Context: an optimization exercise on an open-source flow, tuned for small area, a short achievable clock period and few clock cycles per item. The choices shown serve that exercise and are no tape-out recipe.

## lagoon
// matrixProcessor
module matrixProcessor #(
	parameter WIDTH = 32
) (
	input wire clk,
	input wire rst_n,
	input wire start,
	input wire [13:0] workItemCount,
	input wire [WIDTH - 1:0] matrixInAddr,
	input wire [WIDTH - 1:0] dataInAddr,
	input wire [WIDTH - 1:0] dataOutAddr,
	input wire [WIDTH - 1:0] dataIn,
	output reg [WIDTH - 1:0] readAddr,
	output reg [WIDTH - 1:0] writeAddr,
	output reg [WIDTH - 1:0] writeData,
	output reg writeEn
	);
Size in the first run: about 5000 cells after synthesis, roughly 240 I/O pins, roughly 56000 um^2 of cells after synthesis.
==> module recipStep2, before the edit <==
module recipStep2 (
	input wire [31:0] rem,
	input wire [31:0] m,
	output wire [31:0] remNext,
	output wire q1,
	output wire q0
	);
	wire [34:0] r4 = {1'b0, rem, 2'b00};
	wire [34:0] m1 = {3'b000, m};
	wire [34:0] m2 = {2'b00, m, 1'b0};
	wire [34:0] t1 = {1'b0, rem, 1'b0} - m1;       
	wire [34:0] ta = r4 - m1 - m2;                 
	wire [34:0] tb = r4 - m1;                      
	assign q1 = ~t1[34];
	assign q0 = q1 ? ~ta[34] : ~tb[34];
	assign remNext = q1 ? (q0 ? ta[31:0] : {t1[30:0], 1'b0})
	                    : (q0 ? tb[31:0] : {rem[29:0], 2'b00});
endmodule
==> module matrixProcessor, before the edit <==
module matrixProcessor #(
	parameter WIDTH = 32
) (
	input wire clk,
	input wire rst_n,
	input wire start,
	input wire [13:0] workItemCount,
	input wire [WIDTH - 1:0] matrixInAddr,
	input wire [WIDTH - 1:0] dataInAddr,
	input wire [WIDTH - 1:0] dataOutAddr,
	input wire [WIDTH - 1:0] dataIn,
	output reg [WIDTH - 1:0] readAddr,
	output reg [WIDTH - 1:0] writeAddr,
	output reg [WIDTH - 1:0] writeData,
	output reg writeEn
	);
	reg busy;
	reg [4:0] rs;
	reg pro;           
	reg macOn;         
	reg divOn;         
	reg wrOn;          
	reg [13:0] fcnt;   
	reg notLast;       
	wire finalW = busy & wrOn & ~divOn & (rs == 5'd3);
	wire accept = start & (~busy | finalW);
	wire frameEnd = (rs == 5'd19);
	wire [4:0] rsNext = accept ? 5'd16 : (frameEnd ? 5'd0 : rs + 5'd1);
	wire wrOnNext = accept ? 1'b0 : (frameEnd ? divOn : wrOn);
	wire busyNext = accept | (busy & ~finalW);
	always @(posedge clk) begin
		if (~rst_n) begin
			busy <= 1'b0;
			writeEn <= 1'b0;
		end else begin
			busy <= busyNext;
			writeEn <= busyNext & wrOnNext & (rsNext <= 5'd3);
		end
	end
	reg atRs0;     
	reg atMac;     
	reg atVLoad;   
	reg atS2Mac;   
	always @(posedge clk) begin
		atRs0 <= (rsNext == 5'd0);
		atMac <= (rsNext >= 5'd1) & (rsNext <= 5'd16);
		atVLoad <= (rsNext >= 5'd17) | (rsNext == 5'd0);
		atS2Mac <= (rsNext >= 5'd3) & (rsNext <= 5'd18);
	end
	always @(posedge clk) begin
		notLast <= (fcnt != workItemCount);
		rs <= rsNext;
		wrOn <= wrOnNext;
		if (accept) begin
			pro <= 1'b1;
			macOn <= 1'b0;
			divOn <= 1'b0;
			fcnt <= 14'd0;
		end else if (frameEnd) begin
			pro <= 1'b0;
			divOn <= macOn;
			macOn <= pro | (macOn & notLast);
			if (~pro) fcnt <= fcnt + 14'd1;
		end
	end
	reg [WIDTH - 1:2] vptr;   
	wire [WIDTH - 1:0] readAddrInc = readAddr + 32'd4;
	wire readMatrixNext = (rsNext <= 5'd15);
	always @(posedge clk) begin
		if (accept) readAddr[31:2] <= dataInAddr[31:2];
		else if (frameEnd) readAddr[31:2] <= matrixInAddr[31:2];
		else if (rs == 5'd15) readAddr[31:2] <= vptr[31:2];
		else readAddr[31:2] <= readAddrInc[31:2];
		readAddr[1:0] <= readMatrixNext ? matrixInAddr[1:0] : dataInAddr[1:0];
		if (frameEnd) vptr[31:2] <= readAddrInc[31:2];
		writeAddr <= accept ? dataOutAddr : writeAddr + {31'd0, writeEn};
	end
	reg [WIDTH - 1:0] vb0, vb1, vb2, vb3;
	reg [WIDTH - 1:0] opA, opB;
	reg [WIDTH - 1:0] racc [0:3];
	reg [WIDTH - 1:0] rh0, rh1, rh2;   
	reg [WIDTH - 1:0] m;               
	reg wneg;                          
	reg [WIDTH - 1:0] q;               
	reg [WIDTH - 1:0] rem;
	wire [WIDTH - 1:0] qs = wneg ? (~q + 32'd1) : q;
	wire [WIDTH - 1:0] w = wneg ? (~m + 32'd1) : m;
	always @(posedge clk) begin
		vb0 <= vb1;
		vb1 <= vb2;
		vb2 <= vb3;
		vb3 <= atVLoad ? dataIn : vb0;
		opA <= atMac ? dataIn : qs;
		case (rs)
			5'd17: opB <= rh0;
			5'd18: opB <= rh1;
			5'd19: opB <= rh2;
			5'd0:  opB <= w;
			default: opB <= vb0;
		endcase
	end
	wire [WIDTH - 1:0] t0, t1, t2;
	wire [1:0] tc;
	fxMulStage1 mul1 (.a(opA), .b(opB), .hi0(t0), .hi1(t1), .hi2(t2), .c16(tc));
	reg [WIDTH - 1:0] p0, p1, p2;
	reg [1:0] pc;
	always @(posedge clk) begin
		p0 <= t0;
		p1 <= t1;
		p2 <= t2;
		pc <= tc;
	end
	wire [3:0] j2 = rs[3:0] - 4'd3;
	wire accHold = atS2Mac & (j2[1:0] != 2'd0);
	wire [WIDTH - 1:0] accIn = accHold ? writeData : {WIDTH{1'b0}};
	wire [WIDTH - 1:0] sum = accIn + p0 + p1 + p2 + {30'd0, pc};
	always @(posedge clk) begin
		writeData <= sum;
		if (atS2Mac & (j2[1:0] == 2'd3)) racc[j2[3:2]] <= sum;
	end
	wire [WIDTH - 1:0] r3 = racc[3];
	wire remInit = ~((r3 == 32'd0) | (r3 == 32'd1) | (r3 == 32'hFFFFFFFF));
	wire [WIDTH - 1:0] rem2;
	wire qb1, qb0;
	recipStep2 st (.rem(rem), .m(m), .remNext(rem2), .q1(qb1), .q0(qb0));
	always @(posedge clk) begin
		if (atRs0) begin
			rh0 <= racc[0];
			rh1 <= racc[1];
			rh2 <= racc[2];
			m <= r3[WIDTH - 1] ? (~r3 + 32'd1) : r3;
			wneg <= r3[WIDTH - 1];
			rem <= {31'd0, remInit};
		end else begin
			rem <= rem2;
		end
		if (atMac) q <= {q[WIDTH - 3:0], qb1, qb0};
	end
endmodule
Settings: LEC_CHECK=0, ABC_CLOCK_PERIOD_IN_PS=4500, CAP_MARGIN=20, CORE_MARGIN=2, CORE_UTILIZATION=55, SLEW_MARGIN=20; clock period 20.0 ns.
standard.sh (not shown) runs the stock make flow with config.mk's settings and CLKGATE_MAP_FILE= SYNTH_SCRIPT=/design/flow/synth_recipe.tcl, a recipe that flattens the netlist after the stock synthesis.
==> flow/flow/run.sh <==
#!/bin/bash
# The standard layout with these changes to how it is made:
# - synthesis maps the logic without Yosys's early "abc -fast" pass (the
#   registers are the standard synthesis's; full adders are then found in the
#   RTL's own adder structure rather than in ABC's restructured gates);
# - timing repair aims well past the clock period: repair_timing treats any
#   path with less than SETUP_SLACK_MARGIN of slack as failing;
set -euo pipefail
bash standard.sh SYNTH_ARGS=-noabc SETUP_SLACK_MARGIN=15.0 MATCH_CELL_FOOTPRINT=0 \
	"BUFFER_PORTS_ARGS=-buffer_cell sky130_fd_sc_hd__buf_4" finish > flow_make.log 2>&1
--- input diff lagoon..violet ---
diff --git a/flow/design.v b/flow/design.v
--- a/flow/design.v
+++ b/flow/design.v
@@ -2480,19 +2480,23 @@
 endmodule
 `default_nettype none
 module recipStep2 (
 	input wire [31:0] rem,
-	input wire [31:0] m,
+	input wire [31:0] w,
 	output wire [31:0] remNext,
 	output wire q1,
 	output wire q0
 	);
+	wire c = ~w[31];
+	wire [34:0] x1 = {3'b111, w ^ {32{c}}};
+	wire [34:0] x2 = {x1[33:0], 1'b0};
+	wire [34:0] r2 = {2'b00, rem, 1'b0};
 	wire [34:0] r4 = {1'b0, rem, 2'b00};
-	wire [34:0] m1 = {3'b000, m};
-	wire [34:0] m2 = {2'b00, m, 1'b0};
-	wire [34:0] t1 = {1'b0, rem, 1'b0} - m1;       
-	wire [34:0] ta = r4 - m1 - m2;                 
-	wire [34:0] tb = r4 - m1;                      
+	wire [34:0] cs = r4 ^ x1 ^ x2;
+	wire [34:0] cc = (r4 & x1) | (r4 & x2) | (x1 & x2);
+	wire [34:0] t1 = r2 + x1 + {34'd0, c};                      
+	wire [34:0] ta = cs + {cc[33:0], 1'b0} + {33'd0, c, c};     
+	wire [34:0] tb = r4 + x1 + {34'd0, c};                      
 	assign q1 = ~t1[34];
 	assign q0 = q1 ? ~ta[34] : ~tb[34];
 	assign remNext = q1 ? (q0 ? ta[31:0] : {t1[30:0], 1'b0})
 	                    : (q0 ? tb[31:0] : {rem[29:0], 2'b00});
@@ -2541,14 +2545,19 @@
 	end
 	reg atRs0;     
 	reg atMac;     
 	reg atVLoad;   
-	reg atS2Mac;   
+	reg accHold;   
+	reg [3:0] rowEnd;   
 	always @(posedge clk) begin
 		atRs0 <= (rsNext == 5'd0);
 		atMac <= (rsNext >= 5'd1) & (rsNext <= 5'd16);
 		atVLoad <= (rsNext >= 5'd17) | (rsNext == 5'd0);
-		atS2Mac <= (rsNext >= 5'd3) & (rsNext <= 5'd18);
+		accHold <= (rsNext >= 5'd3) & (rsNext <= 5'd18) & (rsNext[1:0] != 2'd3);
+		rowEnd[0] <= (rsNext == 5'd6);
+		rowEnd[1] <= (rsNext == 5'd10);
+		rowEnd[2] <= (rsNext == 5'd14);
+		rowEnd[3] <= (rsNext == 5'd18);
 	end
 	always @(posedge clk) begin
 		notLast <= (fcnt != workItemCount);
 		rs <= rsNext;
@@ -2580,14 +2589,12 @@
 	reg [WIDTH - 1:0] vb0, vb1, vb2, vb3;
 	reg [WIDTH - 1:0] opA, opB;
 	reg [WIDTH - 1:0] racc [0:3];
 	reg [WIDTH - 1:0] rh0, rh1, rh2;   
-	reg [WIDTH - 1:0] m;               
-	reg wneg;                          
+	reg [WIDTH - 1:0] w;               
 	reg [WIDTH - 1:0] q;               
 	reg [WIDTH - 1:0] rem;
-	wire [WIDTH - 1:0] qs = wneg ? (~q + 32'd1) : q;
-	wire [WIDTH - 1:0] w = wneg ? (~m + 32'd1) : m;
+	wire [WIDTH - 1:0] qs = w[WIDTH - 1] ? (~q + 32'd1) : q;
 	always @(posedge clk) begin
 		vb0 <= vb1;
 		vb1 <= vb2;
 		vb2 <= vb3;
@@ -2611,28 +2618,28 @@
 		p1 <= t1;
 		p2 <= t2;
 		pc <= tc;
 	end
-	wire [3:0] j2 = rs[3:0] - 4'd3;
-	wire accHold = atS2Mac & (j2[1:0] != 2'd0);
 	wire [WIDTH - 1:0] accIn = accHold ? writeData : {WIDTH{1'b0}};
 	wire [WIDTH - 1:0] sum = accIn + p0 + p1 + p2 + {30'd0, pc};
 	always @(posedge clk) begin
 		writeData <= sum;
-		if (atS2Mac & (j2[1:0] == 2'd3)) racc[j2[3:2]] <= sum;
+		if (rowEnd[0]) racc[0] <= sum;
+		if (rowEnd[1]) racc[1] <= sum;
+		if (rowEnd[2]) racc[2] <= sum;
+		if (rowEnd[3]) racc[3] <= sum;
 	end
 	wire [WIDTH - 1:0] r3 = racc[3];
 	wire remInit = ~((r3 == 32'd0) | (r3 == 32'd1) | (r3 == 32'hFFFFFFFF));
 	wire [WIDTH - 1:0] rem2;
 	wire qb1, qb0;
-	recipStep2 st (.rem(rem), .m(m), .remNext(rem2), .q1(qb1), .q0(qb0));
+	recipStep2 st (.rem(rem), .w(w), .remNext(rem2), .q1(qb1), .q0(qb0));
 	always @(posedge clk) begin
 		if (atRs0) begin
 			rh0 <= racc[0];
 			rh1 <= racc[1];
 			rh2 <= racc[2];
-			m <= r3[WIDTH - 1] ? (~r3 + 32'd1) : r3;
-			wneg <= r3[WIDTH - 1];
+			w <= r3;
 			rem <= {31'd0, remInit};
 		end else begin
 			rem <= rem2;
 		end
## What came out
- violet improves on lagoon in detailed-route wire length.
- Row die area: violet lower / lagoon higher
- Worst setup path endpoint = rem[28]: lagoon; worst setup path endpoint = writeData[21]: violet
- Summary: with lagoon as the reference, mean number of vias per cell in violet moved down slightly.
- In violet, the cell area after technology mapping came out 0.94% below the value in lagoon.
- Taking lagoon as the reference, in violet critical path depth lower; met1 usage in global routing roughly the same; number of antenna repair diodes lower; sequential cell area share higher.
- Of violet and lagoon, lagoon shows the lower worst hold slack, with violet above it.
- Re proportion of synthesized area in mux cells: violet is 0.34 points down on lagoon.
- Against lagoon as the reference, violet delivers a lower shortest period the worst path allows.
- Summary: with lagoon as the reference, final area in violet moved down by a few percent.
Function was not checked in any run of this note: the RTL went through the layout flow alone.

separate check: timing with driven ports:
In the flow no input, the clock included, has a driving cell. The finished layouts below were timed again as built, in two steps.
Step 1 (the two cells are an assumption about what drives the block):
set clk [get_ports {clk}]
set_driving_cell -lib_cell sky130_fd_sc_hd__clkbuf_16 $clk
set_driving_cell -lib_cell sky130_fd_sc_hd__buf_2 [delete_from_list [all_inputs] $clk]
Step 2, shift: input delay + t, output delay - t, t = (earliest + latest rising clock arrival at the registers) / 2. This alone moves slack from input paths to output paths.
Slacks: ideal ports / drivers / drivers and shift; pairs: ideal ports / drivers.
| run | t, ns | setup slack, ns | latest minus earliest clock arrival (ns) | worst data-port slew with drivers (ns) |
|---|---|---|---|---|
| lagoon | 0.712 | 14.698 / 14.698 / 14.494 | 0.041 / 0.041 | 0.07 |
| violet | 0.726 | 14.828 / 14.746 / 14.472 | 0.026 / 0.026 | 0.09 |
After both steps every run listed still meets setup and hold. The setup slack of violet, which loses most, moves by -0.082 ns with the drivers and by -0.356 ns with both steps.
